Source: an optimization exercise on an open RTL-to-GDS flow (aim: small area, a short achievable clock period and few clock cycles). Production flows keep margins and buffers that such runs may drop. Function was not checked in any run shown here: the RTL went through the layout flow alone.

==> flow/design.v, too long to show whole: its modules and the start of the top module <==
// module US_CSC: 1668 lines
module US_CSC (
   input  logic            Clock,
   input  logic            Resetn,
   output logic            SRAM_we_n,
   output logic   [17:0]   SRAM_address,
   input  logic   [15:0]   SRAM_read_data,
   output logic   [15:0]   SRAM_write_data,
   input  logic            US_CSC_enable,
   output logic            US_CSC_complete
);
  // ...
==> flow/flow/run.sh <==
#!/bin/bash
# Standard ORFS layout at the design's clock period and constraints; repair_timing
# is asked to keep extra setup slack so it works on the longest paths.
bash standard.sh SETUP_SLACK_MARGIN=9 CORE_UTILIZATION=60 CTS_BUF_LIST=sky130_fd_sc_hd__clkbuf_8 finish > standard_run.log 2>&1
==> flow/standard.sh <==
#!/bin/bash
# synth_recipe.tcl (not shown) runs the flow's synth.tcl, then flattens the netlist and writes it again
# the make line also repeats each setting of config.mk as NAME=value (left out here)
make -C /OpenROAD-flow-scripts/flow DESIGN_CONFIG=/design/flow/config.mk WORK_HOME=/design/flow/orfs CLKGATE_MAP_FILE= SYNTH_SCRIPT=/design/flow/synth_recipe.tcl "${@:-finish}"
==> flow/config.mk <==
export PLATFORM = sky130hd
export DESIGN_NAME = US_CSC
export DESIGN_NICKNAME = US_CSC
export VERILOG_FILES = /design/flow/design.v
export SDC_FILE = /design/flow/constraint.sdc
export NUM_CORES = 4
export LEC_CHECK = 0
export CAP_MARGIN = 20
export CORE_MARGIN = 2
export CORE_UTILIZATION = 40
export SLEW_MARGIN = 20
==> flow/constraint.sdc <==
create_clock -name core_clock -period 13.5 [get_ports {Clock}]
set_input_delay 2.7000 -clock core_clock [delete_from_list [all_inputs] [get_ports {Clock}]]
set_output_delay 2.7000 -clock core_clock [all_outputs]
set_load 0.01 [all_outputs]
==> impl_results.md, run 1 <==
- Top cell type's share of synthesized area: 19.1%
- Post-route cell area: 25700 um2
- R2R depth: 17
- Finished Core Util: 68.7%
- Startpoint Class: flop
- Vias/cell: 5.45
- CLK BUF: 63
- Sequential share of the synthesized area: 36.3%
- Tightest Hold Check Type: flop to flop
- Most frequent cell after synthesis: inv_1
- Highest Signal Layer: met4
- # diodes: 0
- Most frequent cells in the layout: 413 x inv_1, 247 x ha_1, 187 x nand2_1, 179 x fa_1, 144 x edfxtp_1
- Largest regs: sr x112, yq x23
- # rows: 71
- 1st-iter DRT viols: 1138
- Grt ovf: 0
- Final WL: 51500 um
- WHS Endpoint: bufb[0]
- Status: timing/DRC/antenna clean
- Levels on crit path: 5
- Critical path capture point type: output port
- Asr flop ratio synth: 14.7%
- Hold Crit Depth: 0
- Synth area leader: edfxtp_1
==> run 2: changes to the inputs <==
--- a/flow/design.v
+++ b/flow/design.v
@@ -12,25 +12,29 @@
 );
 localparam logic [17:0] U_BASE = 18'd38402, V_BASE = 18'd57602, RGB_BASE = 18'd146944;
 localparam logic [15:0] LAST_FR = 16'd19200;    
 logic        run;           
 logic [3:0]  ph;            
 logic [15:0] fr;            
 logic [6:0]  col;           
 logic [17:0] waddr;         
-logic [7:0]  sr [0:13];
+logic [7:0]  sr [0:12];
 logic [15:0] ys;            
 logic [22:0] yq;            
-logic [7:0]  up, vp;        
+logic [7:0]  up;            
+logic [9:0]  vp;            
+logic [7:0]  vpc;           
 logic [9:0]  up3;           
 logic [7:0]  usel, ysel;
-logic [7:0]  ufr;           
+logic [9:0]  ufr;           
+logic [9:0]  usel10;
 logic [7:0]  bufb, bufg;    
-logic [7:0]  rreg, greg, breg;   
+logic [10:0] rreg, greg, breg;   
+logic [7:0]  rcl, gcl, bcl;      
 logic        osel1, osel2;       
 logic [9:0]  fD, fE;        
 logic [8:0]  fC;            
 logic e0, o0, e79, o78, o79;
 logic [7:0] ta, tb, tc, td, te, tf;
 logic na, nb, nd, ne, nf;
 assign na = ~(e0 | o0);
 assign nb = ~e0;
@@ -42,19 +46,24 @@
       ta[k] = (na & sr[0][k]) | (e0 & sr[4][k]) | (o0 & sr[2][k]);
       tb[k] = (nb & sr[2][k]) | (e0 & sr[4][k]);
       tc[k] = sr[4][k];
       td[k] = (nd & sr[6][k]) | (o79 & sr[4][k]);
       te[k] = (ne & sr[8][k]) | (e79 & sr[6][k]) | (o79 & sr[4][k]);
       tf[k] = (nf & sr[10][k]) | (e79 & sr[6][k]) | (o78 & sr[8][k]) | (o79 & sr[4][k]);
    end
 end
-assign usel = (ph == 4'd3 || ph == 4'd6) ? ufr : sr[3];
+assign usel10 = (ph == 4'd3 || ph == 4'd6) ? ufr : {2'b00, sr[3]};
+assign usel = usel10[9] ? 8'd0 : (usel10[8] ? 8'hff : usel10[7:0]);
 assign ysel = (ph == 4'd2 || ph == 4'd5) ? ys[15:8] : ys[7:0];
-assign SRAM_write_data = osel1 ? {bufb, rreg} : (osel2 ? {bufg, bufb} : {rreg, greg});
+assign rcl = rreg[10] ? 8'd0 : (rreg[9:8] != 2'd0 ? 8'hff : rreg[7:0]);
+assign gcl = greg[10] ? 8'd0 : (greg[9:8] != 2'd0 ? 8'hff : greg[7:0]);
+assign bcl = breg[10] ? 8'd0 : (breg[9:8] != 2'd0 ? 8'hff : breg[7:0]);
+assign vpc = vp[9] ? 8'd0 : (vp[8] ? 8'hff : vp[7:0]);
+assign SRAM_write_data = osel1 ? {bufb, rcl} : (osel2 ? {bufg, bufb} : {rcl, gcl});
 wire dd_w1 = ta[1] ^ tf[1];
 wire dd_w2 = ta[1] & tf[1];
 wire dd_w3 = ta[2] ^ tf[2];
 wire dd_w4 = ta[2] & tf[2];
 wire dd_w5 = ta[3] ^ tf[3];
 wire dd_w6 = ta[3] & tf[3];
 wire dd_w7 = ta[4] ^ tf[4];
 wire dd_w8 = ta[4] & tf[4];
@@ -468,16 +477,17 @@
 assign fs_s[12] = fs_w110 ^ fs_w177;
 assign fs_s[13] = fs_w112 ^ fs_w179;
 assign fs_s[14] = fs_w114 ^ fs_w181;
 assign fs_s[15] = fs_w116 ^ fs_w183;
 assign fs_s[16] = fs_w118 ^ fs_w185;
 assign fs_s[17] = fs_w120 ^ fs_w187;
 assign fs_s[7:0] = 8'd0;
 logic [7:0] fout;
+wire [9:0] fo10 = {fs_s[17], fs_s[16], fs_s[15:8]};
 assign fout = fs_s[17] ? 8'd0 : (fs_s[16] ? 8'hff : fs_s[15:8]);
 wire yqs_w1 = ysel[7] ^ ysel[5];
 wire yqs_w2 = ysel[7] & ysel[5];
 wire yqs_w3 = ysel[6] ^ ysel[4];
 wire yqs_w4 = ysel[6] & ysel[4];
 wire yqs_w5 = ysel[7] ^ ysel[5];
 wire yqs_w6 = ysel[7] & ysel[5];
 wire yqs_w7 = ysel[4] ^ ysel[2];
@@ -684,98 +694,98 @@
 assign yqs_s[16] = yqs_w82 ^ yqs_w175;
 assign yqs_s[17] = yqs_w84 ^ yqs_w177;
 assign yqs_s[18] = yqs_w86 ^ yqs_w179;
 assign yqs_s[19] = yqs_w88 ^ yqs_w181;
 assign yqs_s[20] = yqs_w90 ^ yqs_w183;
 assign yqs_s[21] = yqs_w92 ^ yqs_w185;
 assign yqs_s[22] = yqs_w94 ^ yqs_w187;
 wire [22:0] yq_o = yqs_s;
-wire rs_w1 = yq[4] ^ vp[6];
-wire rs_w2 = yq[4] & vp[6];
-wire rs_w3 = yq[5] ^ vp[7] ^ vp[6];
-wire rs_w4 = (yq[5] & vp[7]) | (yq[5] & vp[6]) | (vp[7] & vp[6]);
-wire rs_w5 = vp[3] ^ vp[0];
-wire rs_w6 = vp[3] & vp[0];
-wire rs_w7 = yq[6] ^ vp[7] ^ vp[4];
-wire rs_w8 = (yq[6] & vp[7]) | (yq[6] & vp[4]) | (vp[7] & vp[4]);
-wire rs_w9 = yq[7] ^ vp[5];
-wire rs_w10 = yq[7] & vp[5];
-wire rs_w11 = yq[8] ^ vp[6];
-wire rs_w12 = yq[8] & vp[6];
-wire rs_w13 = yq[9] ^ vp[7];
-wire rs_w14 = yq[9] & vp[7];
-wire rs_w15 = yq[10] ^ vp[5] ^ vp[1];
-wire rs_w16 = (yq[10] & vp[5]) | (yq[10] & vp[1]) | (vp[5] & vp[1]);
-wire rs_w17 = yq[11] ^ vp[6];
-wire rs_w18 = yq[11] & vp[6];
-wire rs_w19 = yq[12] ^ vp[7];
-wire rs_w20 = yq[12] & vp[7];
-wire rs_w21 = yq[13] ^ vp[4];
-wire rs_w22 = yq[13] & vp[4];
-wire rs_w23 = yq[14] ^ vp[5] ^ vp[4];
-wire rs_w24 = (yq[14] & vp[5]) | (yq[14] & vp[4]) | (vp[5] & vp[4]);
-wire rs_w25 = vp[1] ^ vp[0];
-wire rs_w26 = vp[1] & vp[0];
-wire rs_w27 = yq[15] ^ vp[6] ^ vp[5];
-wire rs_w28 = (yq[15] & vp[6]) | (yq[15] & vp[5]) | (vp[6] & vp[5]);
-wire rs_w29 = vp[2] ^ vp[1];
-wire rs_w30 = vp[2] & vp[1];
-wire rs_w31 = yq[16] ^ vp[7] ^ vp[6];
-wire rs_w32 = (yq[16] & vp[7]) | (yq[16] & vp[6]) | (vp[7] & vp[6]);
-wire rs_w33 = vp[3] ^ vp[2];
-wire rs_w34 = vp[3] & vp[2];
-wire rs_w35 = yq[17] ^ vp[7] ^ vp[4];
-wire rs_w36 = (yq[17] & vp[7]) | (yq[17] & vp[4]) | (vp[7] & vp[4]);
-wire rs_w37 = yq[2] ^ vp[4];
-wire rs_w38 = yq[2] & vp[4];
-wire rs_w39 = yq[3] ^ vp[5] ^ vp[4];
-wire rs_w40 = (yq[3] & vp[5]) | (yq[3] & vp[4]) | (vp[5] & vp[4]);
-wire rs_w41 = vp[5] ^ vp[2] ^ 1'b1;
-wire rs_w42 = (vp[5] & vp[2]) | (vp[5] & 1'b1) | (vp[2] & 1'b1);
+wire rs_w1 = yq[4] ^ vpc[6];
+wire rs_w2 = yq[4] & vpc[6];
+wire rs_w3 = yq[5] ^ vpc[7] ^ vpc[6];
+wire rs_w4 = (yq[5] & vpc[7]) | (yq[5] & vpc[6]) | (vpc[7] & vpc[6]);
+wire rs_w5 = vpc[3] ^ vpc[0];
+wire rs_w6 = vpc[3] & vpc[0];
+wire rs_w7 = yq[6] ^ vpc[7] ^ vpc[4];
+wire rs_w8 = (yq[6] & vpc[7]) | (yq[6] & vpc[4]) | (vpc[7] & vpc[4]);
+wire rs_w9 = yq[7] ^ vpc[5];
+wire rs_w10 = yq[7] & vpc[5];
+wire rs_w11 = yq[8] ^ vpc[6];
+wire rs_w12 = yq[8] & vpc[6];
+wire rs_w13 = yq[9] ^ vpc[7];
+wire rs_w14 = yq[9] & vpc[7];
+wire rs_w15 = yq[10] ^ vpc[5] ^ vpc[1];
+wire rs_w16 = (yq[10] & vpc[5]) | (yq[10] & vpc[1]) | (vpc[5] & vpc[1]);
+wire rs_w17 = yq[11] ^ vpc[6];
+wire rs_w18 = yq[11] & vpc[6];
+wire rs_w19 = yq[12] ^ vpc[7];
+wire rs_w20 = yq[12] & vpc[7];
+wire rs_w21 = yq[13] ^ vpc[4];
+wire rs_w22 = yq[13] & vpc[4];
+wire rs_w23 = yq[14] ^ vpc[5] ^ vpc[4];
+wire rs_w24 = (yq[14] & vpc[5]) | (yq[14] & vpc[4]) | (vpc[5] & vpc[4]);
+wire rs_w25 = vpc[1] ^ vpc[0];
+wire rs_w26 = vpc[1] & vpc[0];
+wire rs_w27 = yq[15] ^ vpc[6] ^ vpc[5];
+wire rs_w28 = (yq[15] & vpc[6]) | (yq[15] & vpc[5]) | (vpc[6] & vpc[5]);
+wire rs_w29 = vpc[2] ^ vpc[1];
+wire rs_w30 = vpc[2] & vpc[1];
+wire rs_w31 = yq[16] ^ vpc[7] ^ vpc[6];
+wire rs_w32 = (yq[16] & vpc[7]) | (yq[16] & vpc[6]) | (vpc[7] & vpc[6]);
+wire rs_w33 = vpc[3] ^ vpc[2];
+wire rs_w34 = vpc[3] & vpc[2];
+wire rs_w35 = yq[17] ^ vpc[7] ^ vpc[4];
+wire rs_w36 = (yq[17] & vpc[7]) | (yq[17] & vpc[4]) | (vpc[7] & vpc[4]);
+wire rs_w37 = yq[2] ^ vpc[4];
+wire rs_w38 = yq[2] & vpc[4];
+wire rs_w39 = yq[3] ^ vpc[5] ^ vpc[4];
+wire rs_w40 = (yq[3] & vpc[5]) | (yq[3] & vpc[4]) | (vpc[5] & vpc[4]);
+wire rs_w41 = vpc[5] ^ vpc[2] ^ 1'b1;
+wire rs_w42 = (vpc[5] & vpc[2]) | (vpc[5] & 1'b1) | (vpc[2] & 1'b1);
 wire rs_w43 = 1'b1 ^ rs_w3 ^ rs_w5;
 wire rs_w44 = (1'b1 & rs_w3) | (1'b1 & rs_w5) | (rs_w3 & rs_w5);
-wire rs_w45 = vp[1] ^ rs_w7 ^ rs_w4;
-wire rs_w46 = (vp[1] & rs_w7) | (vp[1] & rs_w4) | (rs_w7 & rs_w4);
-wire rs_w47 = vp[2] ^ 1'b1 ^ rs_w9;
-wire rs_w48 = (vp[2] & 1'b1) | (vp[2] & rs_w9) | (1'b1 & rs_w9);
-wire rs_w49 = vp[3] ^ 1'b1 ^ rs_w11;
-wire rs_w50 = (vp[3] & 1'b1) | (vp[3] & rs_w11) | (1'b1 & rs_w11);
-wire rs_w51 = vp[4] ^ vp[0] ^ rs_w13;
-wire rs_w52 = (vp[4] & vp[0]) | (vp[4] & rs_w13) | (vp[0] & rs_w13);
-wire rs_w53 = vp[0] ^ 1'b1 ^ rs_w15;
-wire rs_w54 = (vp[0] & 1'b1) | (vp[0] & rs_w15) | (1'b1 & rs_w15);
-wire rs_w55 = vp[2] ^ vp[1] ^ rs_w17;
-wire rs_w56 = (vp[2] & vp[1]) | (vp[2] & rs_w17) | (vp[1] & rs_w17);
-wire rs_w57 = vp[3] ^ vp[2] ^ rs_w19;
-wire rs_w58 = (vp[3] & vp[2]) | (vp[3] & rs_w19) | (vp[2] & rs_w19);
-wire rs_w59 = vp[3] ^ vp[0] ^ rs_w21;
-wire rs_w60 = (vp[3] & vp[0]) | (vp[3] & rs_w21) | (vp[0] & rs_w21);
+wire rs_w45 = vpc[1] ^ rs_w7 ^ rs_w4;
+wire rs_w46 = (vpc[1] & rs_w7) | (vpc[1] & rs_w4) | (rs_w7 & rs_w4);
+wire rs_w47 = vpc[2] ^ 1'b1 ^ rs_w9;
+wire rs_w48 = (vpc[2] & 1'b1) | (vpc[2] & rs_w9) | (1'b1 & rs_w9);
+wire rs_w49 = vpc[3] ^ 1'b1 ^ rs_w11;
+wire rs_w50 = (vpc[3] & 1'b1) | (vpc[3] & rs_w11) | (1'b1 & rs_w11);
+wire rs_w51 = vpc[4] ^ vpc[0] ^ rs_w13;
+wire rs_w52 = (vpc[4] & vpc[0]) | (vpc[4] & rs_w13) | (vpc[0] & rs_w13);
+wire rs_w53 = vpc[0] ^ 1'b1 ^ rs_w15;
+wire rs_w54 = (vpc[0] & 1'b1) | (vpc[0] & rs_w15) | (1'b1 & rs_w15);
+wire rs_w55 = vpc[2] ^ vpc[1] ^ rs_w17;
+wire rs_w56 = (vpc[2] & vpc[1]) | (vpc[2] & rs_w17) | (vpc[1] & rs_w17);
+wire rs_w57 = vpc[3] ^ vpc[2] ^ rs_w19;
+wire rs_w58 = (vpc[3] & vpc[2]) | (vpc[3] & rs_w19) | (vpc[2] & rs_w19);
+wire rs_w59 = vpc[3] ^ vpc[0] ^ rs_w21;
+wire rs_w60 = (vpc[3] & vpc[0]) | (vpc[3] & rs_w21) | (vpc[0] & rs_w21);
 wire rs_w61 = 1'b1 ^ rs_w23 ^ rs_w25;
 wire rs_w62 = (1'b1 & rs_w23) | (1'b1 & rs_w25) | (rs_w23 & rs_w25);
 wire rs_w63 = rs_w27 ^ rs_w29 ^ rs_w24;
 wire rs_w64 = (rs_w27 & rs_w29) | (rs_w27 & rs_w24) | (rs_w29 & rs_w24);
 wire rs_w65 = rs_w31 ^ rs_w33 ^ rs_w28;
 wire rs_w66 = (rs_w31 & rs_w33) | (rs_w31 & rs_w28) | (rs_w33 & rs_w28);
-wire rs_w67 = vp[3] ^ rs_w35 ^ rs_w32;
-wire rs_w68 = (vp[3] & rs_w35) | (vp[3] & rs_w32) | (rs_w35 & rs_w32);
-wire rs_w69 = yq[18] ^ vp[5] ^ vp[4];
-wire rs_w70 = (yq[18] & vp[5]) | (yq[18] & vp[4]) | (vp[5] & vp[4]);
-wire rs_w71 = yq[19] ^ vp[6] ^ vp[5];
-wire rs_w72 = (yq[19] & vp[6]) | (yq[19] & vp[5]) | (vp[6] & vp[5]);
-wire rs_w73 = yq[20] ^ vp[7];
-wire rs_w74 = yq[20] & vp[7];
-wire rs_w75 = yq[0] ^ vp[2];
-wire rs_w76 = yq[0] & vp[2];
-wire rs_w77 = yq[1] ^ vp[3] ^ vp[2];
-wire rs_w78 = (yq[1] & vp[3]) | (yq[1] & vp[2]) | (vp[3] & vp[2]);
-wire rs_w79 = vp[3] ^ vp[0] ^ rs_w37;
-wire rs_w80 = (vp[3] & vp[0]) | (vp[3] & rs_w37) | (vp[0] & rs_w37);
-wire rs_w81 = vp[1] ^ rs_w39 ^ rs_w38;
-wire rs_w82 = (vp[1] & rs_w39) | (vp[1] & rs_w38) | (rs_w39 & rs_w38);
+wire rs_w67 = vpc[3] ^ rs_w35 ^ rs_w32;
+wire rs_w68 = (vpc[3] & rs_w35) | (vpc[3] & rs_w32) | (rs_w35 & rs_w32);
+wire rs_w69 = yq[18] ^ vpc[5] ^ vpc[4];
+wire rs_w70 = (yq[18] & vpc[5]) | (yq[18] & vpc[4]) | (vpc[5] & vpc[4]);
+wire rs_w71 = yq[19] ^ vpc[6] ^ vpc[5];
+wire rs_w72 = (yq[19] & vpc[6]) | (yq[19] & vpc[5]) | (vpc[6] & vpc[5]);
+wire rs_w73 = yq[20] ^ vpc[7];
+wire rs_w74 = yq[20] & vpc[7];
+wire rs_w75 = yq[0] ^ vpc[2];
+wire rs_w76 = yq[0] & vpc[2];
+wire rs_w77 = yq[1] ^ vpc[3] ^ vpc[2];
+wire rs_w78 = (yq[1] & vpc[3]) | (yq[1] & vpc[2]) | (vpc[3] & vpc[2]);
+wire rs_w79 = vpc[3] ^ vpc[0] ^ rs_w37;
+wire rs_w80 = (vpc[3] & vpc[0]) | (vpc[3] & rs_w37) | (vpc[0] & rs_w37);
+wire rs_w81 = vpc[1] ^ rs_w39 ^ rs_w38;
+wire rs_w82 = (vpc[1] & rs_w39) | (vpc[1] & rs_w38) | (rs_w39 & rs_w38);
 wire rs_w83 = rs_w1 ^ rs_w41 ^ rs_w40;
 wire rs_w84 = (rs_w1 & rs_w41) | (rs_w1 & rs_w40) | (rs_w41 & rs_w40);
 wire rs_w85 = rs_w2 ^ rs_w43 ^ rs_w42;
 wire rs_w86 = (rs_w2 & rs_w43) | (rs_w2 & rs_w42) | (rs_w43 & rs_w42);
 wire rs_w87 = rs_w6 ^ rs_w45 ^ rs_w44;
 wire rs_w88 = (rs_w6 & rs_w45) | (rs_w6 & rs_w44) | (rs_w45 & rs_w44);
 wire rs_w89 = rs_w8 ^ rs_w47 ^ rs_w46;
 wire rs_w90 = (rs_w8 & rs_w47) | (rs_w8 & rs_w46) | (rs_w47 & rs_w46);
@@ -798,28 +808,28 @@
 wire rs_w107 = rs_w30 ^ rs_w65 ^ rs_w64;
 wire rs_w108 = (rs_w30 & rs_w65) | (rs_w30 & rs_w64) | (rs_w65 & rs_w64);
 wire rs_w109 = rs_w34 ^ rs_w67 ^ rs_w66;
 wire rs_w110 = (rs_w34 & rs_w67) | (rs_w34 & rs_w66) | (rs_w67 & rs_w66);
 wire rs_w111 = rs_w36 ^ rs_w69 ^ rs_w68;
 wire rs_w112 = (rs_w36 & rs_w69) | (rs_w36 & rs_w68) | (rs_w69 & rs_w68);
 wire rs_w113 = 1'b1 ^ rs_w71 ^ rs_w70;
 wire rs_w114 = (1'b1 & rs_w71) | (1'b1 & rs_w70) | (rs_w71 & rs_w70);
-wire rs_w115 = vp[6] ^ rs_w73 ^ rs_w72;
-wire rs_w116 = (vp[6] & rs_w73) | (vp[6] & rs_w72) | (rs_w73 & rs_w72);
-wire rs_w117 = yq[21] ^ vp[7] ^ rs_w74;
-wire rs_w118 = (yq[21] & vp[7]) | (yq[21] & rs_w74) | (vp[7] & rs_w74);
+wire rs_w115 = vpc[6] ^ rs_w73 ^ rs_w72;
+wire rs_w116 = (vpc[6] & rs_w73) | (vpc[6] & rs_w72) | (rs_w73 & rs_w72);
+wire rs_w117 = yq[21] ^ vpc[7] ^ rs_w74;
+wire rs_w118 = (yq[21] & vpc[7]) | (yq[21] & rs_w74) | (vpc[7] & rs_w74);
 wire rs_w119 = yq[22] ^ 1'b1;
 wire rs_w120 = yq[22] & 1'b1;
-wire rs_w121 = vp[0] & 1'b0;
-wire rs_w122 = vp[0] ^ 1'b0;
-wire rs_w123 = vp[1] & vp[0];
-wire rs_w124 = vp[1] ^ vp[0];
-wire rs_w125 = vp[1] & rs_w75;
-wire rs_w126 = vp[1] ^ rs_w75;
+wire rs_w121 = vpc[0] & 1'b0;
+wire rs_w122 = vpc[0] ^ 1'b0;
+wire rs_w123 = vpc[1] & vpc[0];
+wire rs_w124 = vpc[1] ^ vpc[0];
+wire rs_w125 = vpc[1] & rs_w75;
+wire rs_w126 = vpc[1] ^ rs_w75;
 wire rs_w127 = rs_w77 & rs_w76;
 wire rs_w128 = rs_w77 ^ rs_w76;
 wire rs_w129 = rs_w79 & rs_w78;
 wire rs_w130 = rs_w79 ^ rs_w78;
 wire rs_w131 = rs_w81 & rs_w80;
 wire rs_w132 = rs_w81 ^ rs_w80;
 wire rs_w133 = rs_w83 & rs_w82;
 wire rs_w134 = rs_w83 ^ rs_w82;
@@ -993,108 +1003,108 @@
 assign rs_s[22] = rs_w166 ^ rs_w283;
 assign rs_s[23] = rs_w168 ^ rs_w285;
 assign rs_s[24] = rs_w170 ^ rs_w287;
 assign rs_s[25] = rs_w172 ^ rs_w289;
 assign rs_s[26] = rs_w174 ^ rs_w291;
 assign rs_s[15:0] = 16'd0;
 wire gs_w1 = yq[3] ^ ~up3[2];
 wire gs_w2 = yq[3] & ~up3[2];
-wire gs_w3 = yq[4] ^ ~up3[3] ^ ~vp[6];
-wire gs_w4 = (yq[4] & ~up3[3]) | (yq[4] & ~vp[6]) | (~up3[3] & ~vp[6]);
-wire gs_w5 = yq[5] ^ ~up3[4] ^ ~vp[7];
-wire gs_w6 = (yq[5] & ~up3[4]) | (yq[5] & ~vp[7]) | (~up3[4] & ~vp[7]);
+wire gs_w3 = yq[4] ^ ~up3[3] ^ ~vpc[6];
+wire gs_w4 = (yq[4] & ~up3[3]) | (yq[4] & ~vpc[6]) | (~up3[3] & ~vpc[6]);
+wire gs_w5 = yq[5] ^ ~up3[4] ^ ~vpc[7];
+wire gs_w6 = (yq[5] & ~up3[4]) | (yq[5] & ~vpc[7]) | (~up3[4] & ~vpc[7]);
 wire gs_w7 = yq[6] ^ ~up3[5];
 wire gs_w8 = yq[6] & ~up3[5];
 wire gs_w9 = yq[7] ^ ~up3[6];
 wire gs_w10 = yq[7] & ~up3[6];
 wire gs_w11 = yq[8] ^ ~up[0] ^ ~up3[7];
 wire gs_w12 = (yq[8] & ~up[0]) | (yq[8] & ~up3[7]) | (~up[0] & ~up3[7]);
 wire gs_w13 = yq[9] ^ ~up[1] ^ ~up3[8];
 wire gs_w14 = (yq[9] & ~up[1]) | (yq[9] & ~up3[8]) | (~up[1] & ~up3[8]);
 wire gs_w15 = yq[10] ^ ~up[2] ^ ~up3[9];
 wire gs_w16 = (yq[10] & ~up[2]) | (yq[10] & ~up3[9]) | (~up[2] & ~up3[9]);
 wire gs_w17 = yq[11] ^ ~up3[0] ^ ~up[3];
 wire gs_w18 = (yq[11] & ~up3[0]) | (yq[11] & ~up[3]) | (~up3[0] & ~up[3]);
 wire gs_w19 = yq[12] ^ ~up3[1] ^ ~up[4];
 wire gs_w20 = (yq[12] & ~up3[1]) | (yq[12] & ~up[4]) | (~up3[1] & ~up[4]);
 wire gs_w21 = yq[13] ^ ~up3[2] ^ ~up[5];
 wire gs_w22 = (yq[13] & ~up3[2]) | (yq[13] & ~up[5]) | (~up3[2] & ~up[5]);
-wire gs_w23 = ~vp[3] ^ ~vp[1];
-wire gs_w24 = ~vp[3] & ~vp[1];
+wire gs_w23 = ~vpc[3] ^ ~vpc[1];
+wire gs_w24 = ~vpc[3] & ~vpc[1];
 wire gs_w25 = yq[14] ^ ~up3[3] ^ ~up[6];
 wire gs_w26 = (yq[14] & ~up3[3]) | (yq[14] & ~up[6]) | (~up3[3] & ~up[6]);
-wire gs_w27 = ~vp[4] ^ ~vp[2] ^ ~vp[1];
-wire gs_w28 = (~vp[4] & ~vp[2]) | (~vp[4] & ~vp[1]) | (~vp[2] & ~vp[1]);
+wire gs_w27 = ~vpc[4] ^ ~vpc[2] ^ ~vpc[1];
+wire gs_w28 = (~vpc[4] & ~vpc[2]) | (~vpc[4] & ~vpc[1]) | (~vpc[2] & ~vpc[1]);
 wire gs_w29 = yq[15] ^ ~up3[4] ^ ~up[7];
 wire gs_w30 = (yq[15] & ~up3[4]) | (yq[15] & ~up[7]) | (~up3[4] & ~up[7]);
-wire gs_w31 = ~vp[5] ^ ~vp[3] ^ ~vp[2];
-wire gs_w32 = (~vp[5] & ~vp[3]) | (~vp[5] & ~vp[2]) | (~vp[3] & ~vp[2]);
-wire gs_w33 = yq[16] ^ ~up3[5] ^ ~vp[6];
-wire gs_w34 = (yq[16] & ~up3[5]) | (yq[16] & ~vp[6]) | (~up3[5] & ~vp[6]);
-wire gs_w35 = ~vp[4] ^ ~vp[3] ^ 1'b1;
-wire gs_w36 = (~vp[4] & ~vp[3]) | (~vp[4] & 1'b1) | (~vp[3] & 1'b1);
-wire gs_w37 = yq[17] ^ ~up3[6] ^ ~vp[7];
-wire gs_w38 = (yq[17] & ~up3[6]) | (yq[17] & ~vp[7]) | (~up3[6] & ~vp[7]);
-wire gs_w39 = ~vp[5] ^ ~vp[4];
-wire gs_w40 = ~vp[5] & ~vp[4];
-wire gs_w41 = yq[18] ^ ~up3[7] ^ ~vp[6];
-wire gs_w42 = (yq[18] & ~up3[7]) | (yq[18] & ~vp[6]) | (~up3[7] & ~vp[6]);
-wire gs_w43 = ~vp[5] ^ 1'b1;
-wire gs_w44 = ~vp[5] & 1'b1;
-wire gs_w45 = yq[19] ^ ~up3[8] ^ ~vp[7];
-wire gs_w46 = (yq[19] & ~up3[8]) | (yq[19] & ~vp[7]) | (~up3[8] & ~vp[7]);
-wire gs_w47 = ~vp[6] ^ 1'b1;
-wire gs_w48 = ~vp[6] & 1'b1;
+wire gs_w31 = ~vpc[5] ^ ~vpc[3] ^ ~vpc[2];
+wire gs_w32 = (~vpc[5] & ~vpc[3]) | (~vpc[5] & ~vpc[2]) | (~vpc[3] & ~vpc[2]);
+wire gs_w33 = yq[16] ^ ~up3[5] ^ ~vpc[6];
+wire gs_w34 = (yq[16] & ~up3[5]) | (yq[16] & ~vpc[6]) | (~up3[5] & ~vpc[6]);
+wire gs_w35 = ~vpc[4] ^ ~vpc[3] ^ 1'b1;
+wire gs_w36 = (~vpc[4] & ~vpc[3]) | (~vpc[4] & 1'b1) | (~vpc[3] & 1'b1);
+wire gs_w37 = yq[17] ^ ~up3[6] ^ ~vpc[7];
+wire gs_w38 = (yq[17] & ~up3[6]) | (yq[17] & ~vpc[7]) | (~up3[6] & ~vpc[7]);
+wire gs_w39 = ~vpc[5] ^ ~vpc[4];
+wire gs_w40 = ~vpc[5] & ~vpc[4];
+wire gs_w41 = yq[18] ^ ~up3[7] ^ ~vpc[6];
+wire gs_w42 = (yq[18] & ~up3[7]) | (yq[18] & ~vpc[6]) | (~up3[7] & ~vpc[6]);
+wire gs_w43 = ~vpc[5] ^ 1'b1;
+wire gs_w44 = ~vpc[5] & 1'b1;
+wire gs_w45 = yq[19] ^ ~up3[8] ^ ~vpc[7];
+wire gs_w46 = (yq[19] & ~up3[8]) | (yq[19] & ~vpc[7]) | (~up3[8] & ~vpc[7]);
+wire gs_w47 = ~vpc[6] ^ 1'b1;
+wire gs_w48 = ~vpc[6] & 1'b1;
 wire gs_w49 = yq[20] ^ ~up3[9];
 wire gs_w50 = yq[20] & ~up3[9];
 wire gs_w51 = yq[1] ^ ~up3[0];
 wire gs_w52 = yq[1] & ~up3[0];
 wire gs_w53 = yq[2] ^ ~up3[1];
 wire gs_w54 = yq[2] & ~up3[1];
-wire gs_w55 = ~vp[5] ^ ~vp[0] ^ 1'b1;
-wire gs_w56 = (~vp[5] & ~vp[0]) | (~vp[5] & 1'b1) | (~vp[0] & 1'b1);
-wire gs_w57 = ~vp[1] ^ 1'b1 ^ gs_w3;
-wire gs_w58 = (~vp[1] & 1'b1) | (~vp[1] & gs_w3) | (1'b1 & gs_w3);
-wire gs_w59 = ~vp[2] ^ 1'b1 ^ gs_w5;
-wire gs_w60 = (~vp[2] & 1'b1) | (~vp[2] & gs_w5) | (1'b1 & gs_w5);
-wire gs_w61 = ~vp[3] ^ 1'b1 ^ gs_w7;
-wire gs_w62 = (~vp[3] & 1'b1) | (~vp[3] & gs_w7) | (1'b1 & gs_w7);
-wire gs_w63 = ~vp[4] ^ 1'b1 ^ gs_w9;
-wire gs_w64 = (~vp[4] & 1'b1) | (~vp[4] & gs_w9) | (1'b1 & gs_w9);
-wire gs_w65 = ~vp[5] ^ 1'b1 ^ gs_w11;
-wire gs_w66 = (~vp[5] & 1'b1) | (~vp[5] & gs_w11) | (1'b1 & gs_w11);
-wire gs_w67 = ~vp[6] ^ 1'b1 ^ gs_w13;
-wire gs_w68 = (~vp[6] & 1'b1) | (~vp[6] & gs_w13) | (1'b1 & gs_w13);
-wire gs_w69 = ~vp[7] ^ ~vp[0] ^ gs_w15;
-wire gs_w70 = (~vp[7] & ~vp[0]) | (~vp[7] & gs_w15) | (~vp[0] & gs_w15);
-wire gs_w71 = ~vp[1] ^ 1'b1 ^ gs_w17;
-wire gs_w72 = (~vp[1] & 1'b1) | (~vp[1] & gs_w17) | (1'b1 & gs_w17);
-wire gs_w73 = ~vp[2] ^ ~vp[0] ^ gs_w19;
-wire gs_w74 = (~vp[2] & ~vp[0]) | (~vp[2] & gs_w19) | (~vp[0] & gs_w19);
-wire gs_w75 = ~vp[0] ^ gs_w21 ^ gs_w23;
-wire gs_w76 = (~vp[0] & gs_w21) | (~vp[0] & gs_w23) | (gs_w21 & gs_w23);
+wire gs_w55 = ~vpc[5] ^ ~vpc[0] ^ 1'b1;
+wire gs_w56 = (~vpc[5] & ~vpc[0]) | (~vpc[5] & 1'b1) | (~vpc[0] & 1'b1);
+wire gs_w57 = ~vpc[1] ^ 1'b1 ^ gs_w3;
+wire gs_w58 = (~vpc[1] & 1'b1) | (~vpc[1] & gs_w3) | (1'b1 & gs_w3);
+wire gs_w59 = ~vpc[2] ^ 1'b1 ^ gs_w5;
+wire gs_w60 = (~vpc[2] & 1'b1) | (~vpc[2] & gs_w5) | (1'b1 & gs_w5);
+wire gs_w61 = ~vpc[3] ^ 1'b1 ^ gs_w7;
+wire gs_w62 = (~vpc[3] & 1'b1) | (~vpc[3] & gs_w7) | (1'b1 & gs_w7);
+wire gs_w63 = ~vpc[4] ^ 1'b1 ^ gs_w9;
+wire gs_w64 = (~vpc[4] & 1'b1) | (~vpc[4] & gs_w9) | (1'b1 & gs_w9);
+wire gs_w65 = ~vpc[5] ^ 1'b1 ^ gs_w11;
+wire gs_w66 = (~vpc[5] & 1'b1) | (~vpc[5] & gs_w11) | (1'b1 & gs_w11);
+wire gs_w67 = ~vpc[6] ^ 1'b1 ^ gs_w13;
+wire gs_w68 = (~vpc[6] & 1'b1) | (~vpc[6] & gs_w13) | (1'b1 & gs_w13);
+wire gs_w69 = ~vpc[7] ^ ~vpc[0] ^ gs_w15;
+wire gs_w70 = (~vpc[7] & ~vpc[0]) | (~vpc[7] & gs_w15) | (~vpc[0] & gs_w15);
+wire gs_w71 = ~vpc[1] ^ 1'b1 ^ gs_w17;
+wire gs_w72 = (~vpc[1] & 1'b1) | (~vpc[1] & gs_w17) | (1'b1 & gs_w17);
+wire gs_w73 = ~vpc[2] ^ ~vpc[0] ^ gs_w19;
+wire gs_w74 = (~vpc[2] & ~vpc[0]) | (~vpc[2] & gs_w19) | (~vpc[0] & gs_w19);
+wire gs_w75 = ~vpc[0] ^ gs_w21 ^ gs_w23;
+wire gs_w76 = (~vpc[0] & gs_w21) | (~vpc[0] & gs_w23) | (gs_w21 & gs_w23);
 wire gs_w77 = gs_w25 ^ gs_w27 ^ gs_w22;
 wire gs_w78 = (gs_w25 & gs_w27) | (gs_w25 & gs_w22) | (gs_w27 & gs_w22);
 wire gs_w79 = gs_w29 ^ gs_w31 ^ gs_w26;
 wire gs_w80 = (gs_w29 & gs_w31) | (gs_w29 & gs_w26) | (gs_w31 & gs_w26);
 wire gs_w81 = gs_w33 ^ gs_w35 ^ gs_w30;
 wire gs_w82 = (gs_w33 & gs_w35) | (gs_w33 & gs_w30) | (gs_w35 & gs_w30);
 wire gs_w83 = gs_w37 ^ gs_w39 ^ gs_w34;
 wire gs_w84 = (gs_w37 & gs_w39) | (gs_w37 & gs_w34) | (gs_w39 & gs_w34);
 wire gs_w85 = gs_w41 ^ gs_w43 ^ gs_w38;
 wire gs_w86 = (gs_w41 & gs_w43) | (gs_w41 & gs_w38) | (gs_w43 & gs_w38);
 wire gs_w87 = gs_w45 ^ gs_w47 ^ gs_w42;
 wire gs_w88 = (gs_w45 & gs_w47) | (gs_w45 & gs_w42) | (gs_w47 & gs_w42);
-wire gs_w89 = ~vp[7] ^ gs_w49 ^ gs_w46;
-wire gs_w90 = (~vp[7] & gs_w49) | (~vp[7] & gs_w46) | (gs_w49 & gs_w46);
-wire gs_w91 = ~vp[3] ^ 1'b1;
-wire gs_w92 = ~vp[3] & 1'b1;
-wire gs_w93 = ~vp[4] ^ gs_w53 ^ gs_w52;
-wire gs_w94 = (~vp[4] & gs_w53) | (~vp[4] & gs_w52) | (gs_w53 & gs_w52);
+wire gs_w89 = ~vpc[7] ^ gs_w49 ^ gs_w46;
+wire gs_w90 = (~vpc[7] & gs_w49) | (~vpc[7] & gs_w46) | (gs_w49 & gs_w46);
+wire gs_w91 = ~vpc[3] ^ 1'b1;
+wire gs_w92 = ~vpc[3] & 1'b1;
+wire gs_w93 = ~vpc[4] ^ gs_w53 ^ gs_w52;
+wire gs_w94 = (~vpc[4] & gs_w53) | (~vpc[4] & gs_w52) | (gs_w53 & gs_w52);
 wire gs_w95 = gs_w1 ^ gs_w55 ^ gs_w54;
 wire gs_w96 = (gs_w1 & gs_w55) | (gs_w1 & gs_w54) | (gs_w55 & gs_w54);
 wire gs_w97 = gs_w2 ^ gs_w57 ^ gs_w56;
 wire gs_w98 = (gs_w2 & gs_w57) | (gs_w2 & gs_w56) | (gs_w57 & gs_w56);
 wire gs_w99 = gs_w4 ^ gs_w59 ^ gs_w58;
 wire gs_w100 = (gs_w4 & gs_w59) | (gs_w4 & gs_w58) | (gs_w59 & gs_w58);
 wire gs_w101 = gs_w6 ^ gs_w61 ^ gs_w60;
 wire gs_w102 = (gs_w6 & gs_w61) | (gs_w6 & gs_w60) | (gs_w61 & gs_w60);
@@ -1125,22 +1135,22 @@
 wire gs_w127 = gs_w44 ^ gs_w87 ^ gs_w86;
 wire gs_w128 = (gs_w44 & gs_w87) | (gs_w44 & gs_w86) | (gs_w87 & gs_w86);
 wire gs_w129 = gs_w48 ^ gs_w89 ^ gs_w88;
 wire gs_w130 = (gs_w48 & gs_w89) | (gs_w48 & gs_w88) | (gs_w89 & gs_w88);
 wire gs_w131 = yq[21] ^ gs_w50 ^ gs_w90;
 wire gs_w132 = (yq[21] & gs_w50) | (yq[21] & gs_w90) | (gs_w50 & gs_w90);
 wire gs_w133 = yq[22] ^ 1'b1;
 wire gs_w134 = yq[22] & 1'b1;
-wire gs_w135 = ~vp[0] & 1'b1;
-wire gs_w136 = ~vp[0] ^ 1'b1;
-wire gs_w137 = ~vp[1] & 1'b0;
-wire gs_w138 = ~vp[1] ^ 1'b0;
-wire gs_w139 = yq[0] & ~vp[2];
-wire gs_w140 = yq[0] ^ ~vp[2];
+wire gs_w135 = ~vpc[0] & 1'b1;
+wire gs_w136 = ~vpc[0] ^ 1'b1;
+wire gs_w137 = ~vpc[1] & 1'b0;
+wire gs_w138 = ~vpc[1] ^ 1'b0;
+wire gs_w139 = yq[0] & ~vpc[2];
+wire gs_w140 = yq[0] ^ ~vpc[2];
 wire gs_w141 = gs_w51 & gs_w91;
 wire gs_w142 = gs_w51 ^ gs_w91;
 wire gs_w143 = gs_w93 & gs_w92;
 wire gs_w144 = gs_w93 ^ gs_w92;
 wire gs_w145 = gs_w95 & gs_w94;
 wire gs_w146 = gs_w95 ^ gs_w94;
 wire gs_w147 = gs_w97 & gs_w96;
 wire gs_w148 = gs_w97 ^ gs_w96;
@@ -1589,48 +1599,48 @@
    e0  <= (col == 7'd0)  && (ph == 4'd0 || ph == 4'd1);
    e79 <= (col == 7'd79) && (ph == 4'd0 || ph == 4'd1);
    o0  <= (col == 7'd0)  && (ph == 4'd3 || ph == 4'd4);
    o78 <= (col == 7'd78) && (ph == 4'd3 || ph == 4'd4);
    o79 <= (col == 7'd79) && (ph == 4'd3 || ph == 4'd4);
    fD <= dd_o;
    fE <= de_o;
    fC <= {1'b0, tc} + {1'b0, td};
-   ufr <= fout;
+   ufr <= fo10;
    yq <= yq_o;
    up <= usel;
    up3 <= {2'b00, usel} + {1'b0, usel, 1'b0};
-   if (ph == 4'd3 || ph == 4'd6) vp <= fout;
-   else                          vp <= sr[4];
-   if (ph == 4'd1 || ph == 4'd4) ys <= SRAM_read_data;    
+   if (ph == 4'd3 || ph == 4'd6) vp <= fo10;
+   else                          vp <= {2'b00, sr[4]};
+   if (ph == 4'd1 || ph == 4'd3) ys <= SRAM_read_data;    
    if (ph == 4'd1 || ph == 4'd2 || ph == 4'd4 || ph == 4'd5) begin
-      for (i = 0; i < 13; i = i + 1) sr[i] <= sr[i+1];
+      for (i = 0; i < 12; i = i + 1) sr[i] <= sr[i+1];
    end
    if (ph == 4'd2) begin
       sr[10] <= SRAM_read_data[15:8];
       sr[12] <= SRAM_read_data[7:0];
    end
-   if (ph == 4'd3) begin
-      sr[11] <= SRAM_read_data[15:8];
-      sr[13] <= SRAM_read_data[7:0];
+   if (ph == 4'd4) begin
+      sr[10] <= SRAM_read_data[15:8];
+      sr[12] <= SRAM_read_data[7:0];
    end
    if (!run) SRAM_address <= U_BASE - 18'd2;    
    else case (ph)
       4'd9: SRAM_address <= U_BASE + 18'd1 + {{2{fr[15]}}, fr};    
-      4'd0: SRAM_address <= V_BASE + {{2{fr[15]}}, fr};
-      4'd1: SRAM_address <= {1'b0, fr, 1'b1};
+      4'd0: SRAM_address <= {1'b0, fr, 1'b1};
+      4'd1: SRAM_address <= V_BASE + {{2{fr[15]}}, fr};
       4'd8: SRAM_address <= {1'b0, fr + 16'd1, 1'b0};
       default: SRAM_address <= waddr;
    endcase
-   rreg <= rr;
-   greg <= gg;
-   breg <= bb;
+   rreg <= rs_s[26:16];
+   greg <= gs_s[26:16];
+   breg <= bs_s[26:16];
    if (ph >= 4'd3 && ph <= 4'd8) begin
-      bufb <= breg;
-      bufg <= greg;
+      bufb <= bcl;
+      bufg <= gcl;
    end
    osel1 <= (ph == 4'd4 || ph == 4'd7);
    osel2 <= (ph == 4'd5 || ph == 4'd2);
 end
 logic wv;    
 always_comb begin
    if (ph == 4'd2) wv = !fr[15] && fr != 16'd0;               
    else            wv = !fr[15] && fr != LAST_FR;             
==> flow/flow/run.sh (replaced) <==
#!/bin/bash
# The standard ORFS layout (standard.sh: standard synthesis, the design's clock
# period and constraints), with these changes to how the layout is made:
#  - repair_timing keeps 9 ns of setup slack as margin, so it also shortens paths
#    that already meet the 13.5 ns clock (upsizing, buffering, pin swaps);
#  - 60% core utilization;
#  - clock tree from clkbuf_16 cells with sink clusters of at most 24 sinks / 60 um.
# make's output goes to standard_run.log; ORFS keeps each step's log under orfs/logs/.
bash standard.sh SETUP_SLACK_MARGIN=9 CORE_UTILIZATION=60 \
  CTS_BUF_LIST=sky130_fd_sc_hd__clkbuf_16 CTS_CLUSTER_SIZE=24 CTS_CLUSTER_DIAMETER=60 \
  finish > standard_run.log 2>&1
==> impl_results.md, run 2 <==
- # diodes: 0 (unchanged)
- Die Ht: 199 um (was 198 um)
- Most frequent cell after synthesis: inv_1 (unchanged)
- Post-synth EDFFs: 136 (was 144)
- Top reg by flops: sr (unchanged)
- Die area: 39500 um2 (was 39400 um2)
- Antenna violations before repair: 0 (unchanged)
- WP data required: 10800 ps (about the same)
- Levels on crit path: 7 (was 5)
- First-pass GRT wire length: 83500 um (was 82700 um)
- Worst-Margin Slew: 833 ps (was 1070 ps)
- RSZ-0062 raised after global routing: true (unchanged)
- Antenna Nets Post-Route: 0 (unchanged)
- Die width: 199 um (was 198 um)
- Setup TNS: 0 ps (unchanged)
- Critical path fanouts, max: 6 (was 8)
- R2r setup slk: 9190 ps (was 9140 ps)
- Crit-path leading delay family: simple AND/OR/NAND/NOR gates (was buffers and inverters)
- RR Startpoint: vp[9] (was ph[2])
- Vias in the first global route: 15707 (was 15760)
- CTS tree: yes (unchanged)
- Commonest non-fill, non-tap cell in the layout: inv_1 (unchanged)
- Htree depth: 1 (was 2)
- Cells after synthesis: 2250 (was 2188)
- Primary FF master, synth: dfxtp_1 (was edfxtp_1)
- Startpoint Class: flop (unchanged)
- Worst-case clock buffer depth: 3 (unchanged)
- Synth unique cells: 68 (was 80)
- # rows: 71 (unchanged)
- Top cell type's share of synthesized area: 18.0% (was 19.1%)
- Crit-path cells: or2_4 -> buf_12 -> nor2_2 -> nor3_1 -> a21oi_1 -> o21ai_1 -> buf_2 (was buf_12 -> buf_16 -> mux2i_1 -> o21ai_1 -> buf_2)
- Yosys reg bits: 331 (was 326)
- Max frequency: 221 MHz (was 227 MHz)
- TritonCTS Buffers: 28 (was 56)
- Fin worst setup slack: 8970 ps (was 9090 ps)
- Root buf cell: clkbuf_16 (was clkbuf_8)
- Sequential share of the synthesized area: 36.3% (about the same)
- Post-synth top cells: 401 x inv_1, 257 x ha_1, 170 x fa_1 (was 402 x inv_1, 252 x ha_1, 187 x nand2_1)
- P&R area growth vs syn: 11.5% (was 13.4%)
- CP startpoint: greg[9] (was osel2)
- Core outline area: 37500 um2 (unchanged)
- Final hold viol count: 0 (unchanged)
- Worst setup endpoint: SRAM_write_data[0] (was SRAM_write_data[11])
- Syn_nets: 2696 (was 2638)
- Critical Setup Path Class: flop to output port (unchanged)
- Final setup fails: 0 (unchanged)
- Clk pin slew, worst setup/hold paths: 90 ps (was 60 ps)
- RR Endpoint: rreg[9] (was yq[22])
- Number of max-cap violations: 0 (unchanged)
- Clock Sinks: 331 (was 326)
- Most frequent cells in the layout: 399 x inv_1, 256 x ha_1, 170 x fa_1, 168 x nand2_1 (was 413 x inv_1, 247 x ha_1, 187 x nand2_1, 179 x fa_1, 144 x edfxtp_1)
- DP Area: 23800 um2 (was 23700 um2)
- Via count: 15597 (was 15498)
- Largest net degree at the start of global routing: 89 (was 81)
- Status: timing/DRC/antenna clean (unchanged)
- Synth area leaders: edfxtp_1 18%, fa_1 15%, ha_1 14%, dfxtp_1 13%, inv_1 6.6% (was edfxtp_1 19%, fa_1 16%, ha_1 14%, dfxtp_1 12%, inv_1 6.6%)
- # IOs: 55 (unchanged)
- Post-route cell area: 25300 um2 (was 25700 um2)
- Max-slew violations: 0 (unchanged)
- Crit share post-route: 33.6% (was 32.7%)
- Gpl congestion: 0.866 (was 0.914)
- Max_slew headroom: 44.3% (was 28.8%)
- Tmin final: 4530 ps (was 4410 ps)
- Port Buffer Count: 54 (unchanged)
- Syn. warnings: 2 (unchanged)
- Tightest Hold Check Type: flop to flop (unchanged)
- Netlist Area Pre-Place: 22700 um2 (about the same)
- Final WL: 51700 um (was 51500 um)
- Final nets: 2751 (was 2735)
- Layout cell share with drive strength beyond 1: 9.71% (was 12.3%)
- Starting Density: 60.7% (was 60.5%)
- Grt ovf: 0 (unchanged)
- Critical path capture point type: output port (unchanged)
- Detail Placement HPWL: 40200 um (was 38900 um)
- WP buf/inv: 2 (was 3)
- R2R depth: 15 (was 17)
- Pre-CTS WS: 8270 ps (was 8290 ps)
- Max reg flops: 104 (was 112)
- Tot GR Track Use: 27.3% (was 27.2%)
- CP max stage delay: 310 ps (was 370 ps)
- Synth area leader: edfxtp_1 (unchanged)
- Vias/cell: 5.50 (was 5.45)
- Router iterations before antenna repair: 5 (was 6)
- Largest regs: sr x104, yq x23 (was sr x112, yq x23)
- Worst-skew pair later-pin latency: 620 ps (was 680 ps)
- Wirelength per Cell: 18.2 um (was 18.1 um)
- 1st-iter DRT viols: 954 (was 1138)
- Final Skew: 54.1 ps (was 45.9 ps)
- Syn_area_per_cell: 10.1 um2 (was 10.4 um2)
- Slowest stage cell, crit path: dfxtp_1 (was dfxtp_4)
- Asr flop ratio synth: 14.5% (was 14.7%)
- WP data arrival: 1830 ps (was 1710 ps)
- DRC: 0 (unchanged)
run 2: layout make-up:
type,count,area (um2)
tap,511,639
fill,3034,12100
inverter,404,1530
sequential,331,8300
multi-input combinational,1450,13000
clock inverter,24,359
timing repair buffer,90,772
clock buffer,28,701
run 2: how the worst min path moves through the flow:
stage              start         to  cells after the start
3_5_place_dp    sr[1][6]   sr[0][6]                      0
4_1_cts         sr[1][0]   sr[0][0]                      0
3_3_place_gp    sr[9][2]   sr[8][2]                      0
5_1_grt         sr[5][2]   sr[4][2]                      0
2_1_floorplan   sr[1][0]   sr[0][0]                      0
6_report       sr[12][4]  sr[11][4]                      0
run 2: repair_timing:
item	CTS	global route
pin swaps	10	10
buffers inserted	13	13
resized for setup	128	47
setup endpoints to repair	48	46
hold buffers	0	0
run 2: cells by family (layout without fill, tap and decap cells):
kind of cell	after synthesis	in the layout	synth area share (%)
buffers and inverters	469	546	7.77
flip-flops	331	331	36.3
adder cells (fa/ha/maj)	428	428	29.1
multiplexers	30	30	1.36
AND/OR/NAND/NOR	522	522	10.5
AO/OA/AOI/OAI	338	338	9.82
XOR/XNOR	132	132	5.08
run 2: routing by layer:
layer	global-route usage [%]	vias up	routed length (um)
met1	39.8	7647	24900
li1	-	7539	-
met2	44.0	338	23300
met4	6.11	0	1180
met3	3.10	73	2300
met5	0	-	0
run 2: worst reg2reg max path, delay by kind of cell, from the launching register on:
family | cells | cell delay, ps
adders and majority gates | 4 | 1720
and+or+nand+nor | 2 | 590
AOI/OAI and AO/OA | 5 | 940
buffers and inverters | 4 | 530
DFF | 1 | 450
run 2: through the flow:
step	utilization [%]	cells	hold WS, ps
floorplan	-	2250	400
CTS	66.8	2825	424
detailed placement	63.4	2760	405
global route	67.6	2838	427
global placement	63.4	2760	402
finish	67.6	2838	423

==> port drivers added, routing unchanged <==
The flow's constraints put no driver on any port. The routed layouts listed below were extracted and timed again, unchanged, in two steps.
Step 1 sets driving cells, clkbuf_16 on the clock port and buf_2 on the other inputs (assumed; they add their load-dependent delay and slew).
Step 2 adds t to the input delays and takes it off the output delays; t is the mean of the earliest and latest rising clock arrival at the registers after step 1. Input paths then give back, and output paths get back, about the clock's delay inside the block.
Three values: ideal, step 1, step 2; two values: the first two.
run | shift t [ns] | setup slack, ns | hold WS [ns] | worst setup path after step 2 | clock arrival spread, ns
run 1 | 0.710 | 9.087 / 9.035 / 9.138 | 0.402 / 0.402 / 0.402 | register to register | 0.047 / 0.046
run 2 | 0.649 | 8.966 / 8.910 / 9.191 | 0.423 / 0.423 / 0.423 | register to register | 0.057 / 0.057
After both steps setup and hold are still met in every run listed.
